What follows belongs to an exercise in optimizing a design on an open flow for small area; a production flow would make more cautious choices. The RTL was checked by simulation tests, not by an equivalence proof against the original design.

==> inputs of violet <==
==> flow/design.v (excerpt) <==
module filter(
  input                clk         ,
  input                reset       ,
  input                sample_en   ,
  input signed [11:0]  filter_in   ,
  input [15:0]         coefdata    ,
  input                coefdata_en ,
  output signed [11:0] filter_out  ,
  output               out_valid
  );
  wire start = sample_en & ~coefdata_en;
  reg        busy;       
  reg        run;        
  reg  [5:0] s;          
  reg  [5:0] kk;         
  reg  [5:0] gd;         
  reg  [3:0] tj;         
  reg  [2:0] ta;
  reg  [5:0] f;          
  reg  [5:0] nsamp;      
  reg        pend;       
  reg  [3:0] v;          
  reg [11:0] out_reg;
  reg        valid_reg;
  reg [15:0] cr [0:60];
  reg [15:0] e  [0:3];
  wire       vany  = |v;
  wire       gapok = (kk == 6'd0)  | (kk == 6'd5)  | (kk == 6'd10) | (kk == 6'd15) |
                     (kk == 6'd20) | (kk == 6'd25) | (kk == 6'd30) | (kk == 6'd35) |
                     (kk == 6'd40) | (kk == 6'd45) | (kk == 6'd50) | (kk == 6'd55) |
                     (kk == 6'd60);
  wire       insc  = gapok & (vany | coefdata_en);
  wire [15:0] newc = v[3] ? e[3] : v[2] ? e[2] : v[1] ? e[1] : v[0] ? e[0] : coefdata;
  integer i;
  always @(posedge clk) begin
    for (i = 0; i < 60; i = i + 1) cr[i] <= cr[i+1];
    cr[60] <= cr[0];
    if (insc) begin
      for (i = 0; i < 12; i = i + 1)
        if (kk == 5 * i) cr[59 - 5 * i] <= newc;
      if (kk == 6'd60) cr[60] <= newc;
    end
    e[0] <= coefdata; e[1] <= e[0]; e[2] <= e[1]; e[3] <= e[2];
  end
  reg [11:0] dr [0:60];
  reg [11:0] xb;
  wire insd = pend & (gd == 6'd0);
  always @(posedge clk) begin
    for (i = 0; i < 60; i = i + 1) dr[i] <= dr[i+1];
  ...
==> flow/config.mk <==
export PLATFORM = sky130hd
export DESIGN_NAME = filter
export DESIGN_NICKNAME = filter
export VERILOG_FILES = /design/flow/design.v
export SDC_FILE = /design/flow/constraint.sdc
export NUM_CORES = 4
export LEC_CHECK = 0
export CAP_MARGIN = 0
export CORE_MARGIN = 2
export CORE_UTILIZATION = 65
export CTS_BUF_LIST = sky130_fd_sc_hd__clkbuf_16
export CTS_CLUSTER_DIAMETER = 90
export CTS_CLUSTER_SIZE = 28
export SLEW_MARGIN = 0
export SYNTH_HIERARCHICAL = 1
export SYNTH_MINIMUM_KEEP_SIZE = 0
==> flow/constraint.sdc <==
create_clock -name core_clock -period 50.0 [get_ports {clk}]
set_input_delay 10.0000 -clock core_clock [delete_from_list [all_inputs] [get_ports {clk}]]
set_output_delay 10.0000 -clock core_clock [all_outputs]
set_load 0.01 [all_outputs]
standard.sh (not shown) runs the stock make flow with config.mk's settings and CLKGATE_MAP_FILE= SYNTH_SCRIPT=/design/flow/synth_recipe.tcl, a recipe that flattens the netlist after the stock synthesis.
==> flow/flow/run.sh <==
#!/bin/bash
# Layout flow: the standard flow (standard.sh, ORFS) with three ORFS settings
# changed; its output goes to standard.log, ORFS's own logs to orfs/logs/.
#  - REMOVE_ABC_BUFFERS=1: drop the buffers that ABC put on high-fanout nets
#    (the clock period is long; repair_design adds back any that are needed)
#  - port buffers of the smallest buffer cell
#  - clock tree without dummy loads
set -eo pipefail
bash standard.sh \
  REMOVE_ABC_BUFFERS=1 \
  "BUFFER_PORTS_ARGS=-buffer_cell sky130_fd_sc_hd__buf_1" \
  "CTS_ARGS=-sink_clustering_enable -repair_clock_nets -sink_clustering_size 28 -sink_clustering_max_diameter 90 -buf_list sky130_fd_sc_hd__clkbuf_16 -dont_use_dummy_load" \
  finish > standard.log 2>&1
==> inputs of ember, as changes to violet <==
==> flow/run.sh (new file) <==
#!/bin/bash
# synth_recipe.tcl (not shown) runs the flow's synth.tcl, then flattens the netlist and writes it again
# the make line also repeats each setting of config.mk as NAME=value (left out here)
make -C /OpenROAD-flow-scripts/flow DESIGN_CONFIG=/design/flow/config.mk WORK_HOME=/design/flow/orfs CLKGATE_MAP_FILE= SYNTH_SCRIPT=/design/flow/synth_recipe.tcl finish
--- a/flow/config.mk
+++ b/flow/config.mk
@@ -5,12 +5,13 @@
 export SDC_FILE = /design/flow/constraint.sdc
 export NUM_CORES = 4
 export LEC_CHECK = 0
-export CAP_MARGIN = 0
+export ABC_AREA = 1
+export CAP_MARGIN = 20
 export CORE_MARGIN = 2
 export CORE_UTILIZATION = 65
 export CTS_BUF_LIST = sky130_fd_sc_hd__clkbuf_16
 export CTS_CLUSTER_DIAMETER = 90
 export CTS_CLUSTER_SIZE = 28
-export SLEW_MARGIN = 0
+export SLEW_MARGIN = 20
 export SYNTH_HIERARCHICAL = 1
 export SYNTH_MINIMUM_KEEP_SIZE = 0
removed: flow/flow/run.sh
removed: flow/standard.sh
==> notes.md <==
metric                                                                 ember        violet
Clock-cell share                                                      0.0412        0.0361
Global-route track usage on met3                                      0.0267        0.0273
Proportion of netlist area held by the largest area contributor        0.709         0.710
Worst slew margin relative to its limit                                0.314         0.228
Area taken by flip-flops and latches                              37800 um^2    37800 um^2
Global placer's final weighted congestion                              0.901         0.856
Mean routed wirelength per cell                                      18.0 um       18.9 um
Die outline area                                                  80400 um^2    80300 um^2
Number of combinational gates with multiple inputs                      1699          1331
Slack of the worst reg-to-reg path                                  33.62 ns      32.21 ns
Total instance count after detailed placement                           4947          4395
Status                                      no timing/DRC/antenna violations  no timing/DRC/antenna violations
Area share of fa/ha/maj cells after synthesis                         0.0885        0.0888
Global Route met1 Usage                                                0.331         0.304
Total of clock buffers placed in the layout                               79            78
Final Critical Period                                               16.38 ns      17.79 ns

## what the ideal ports hide
In the flow no input, the clock included, has a driving cell. The finished layouts below were timed again as built, in two steps. Step 1 (the two cells are an assumption about what drives the block):
set clk [get_ports {clk}]
set_driving_cell -lib_cell sky130_fd_sc_hd__clkbuf_16 $clk
set_driving_cell -lib_cell sky130_fd_sc_hd__buf_2 [delete_from_list [all_inputs] $clk]
Step 2, shift: input delay + t, output delay - t, t = (earliest + latest rising clock arrival at the registers) / 2. This alone moves slack from input paths to output paths. Slacks: no drivers / after step 1 / after step 2; pairs: no drivers / after step 1.
run | t, ns | setup slack, ns | worst setup path at the end | worst data-port slew with drivers (ns) | pins driven straight from the clock port
violet | 0.692 | 32.207 / 32.207 / 32.207 | register to register | 0.06 | 1
ember | 0.730 | 33.625 / 33.625 / 33.625 | register to register | 0.07 | 1
After both steps setup and hold are still met in every run listed.
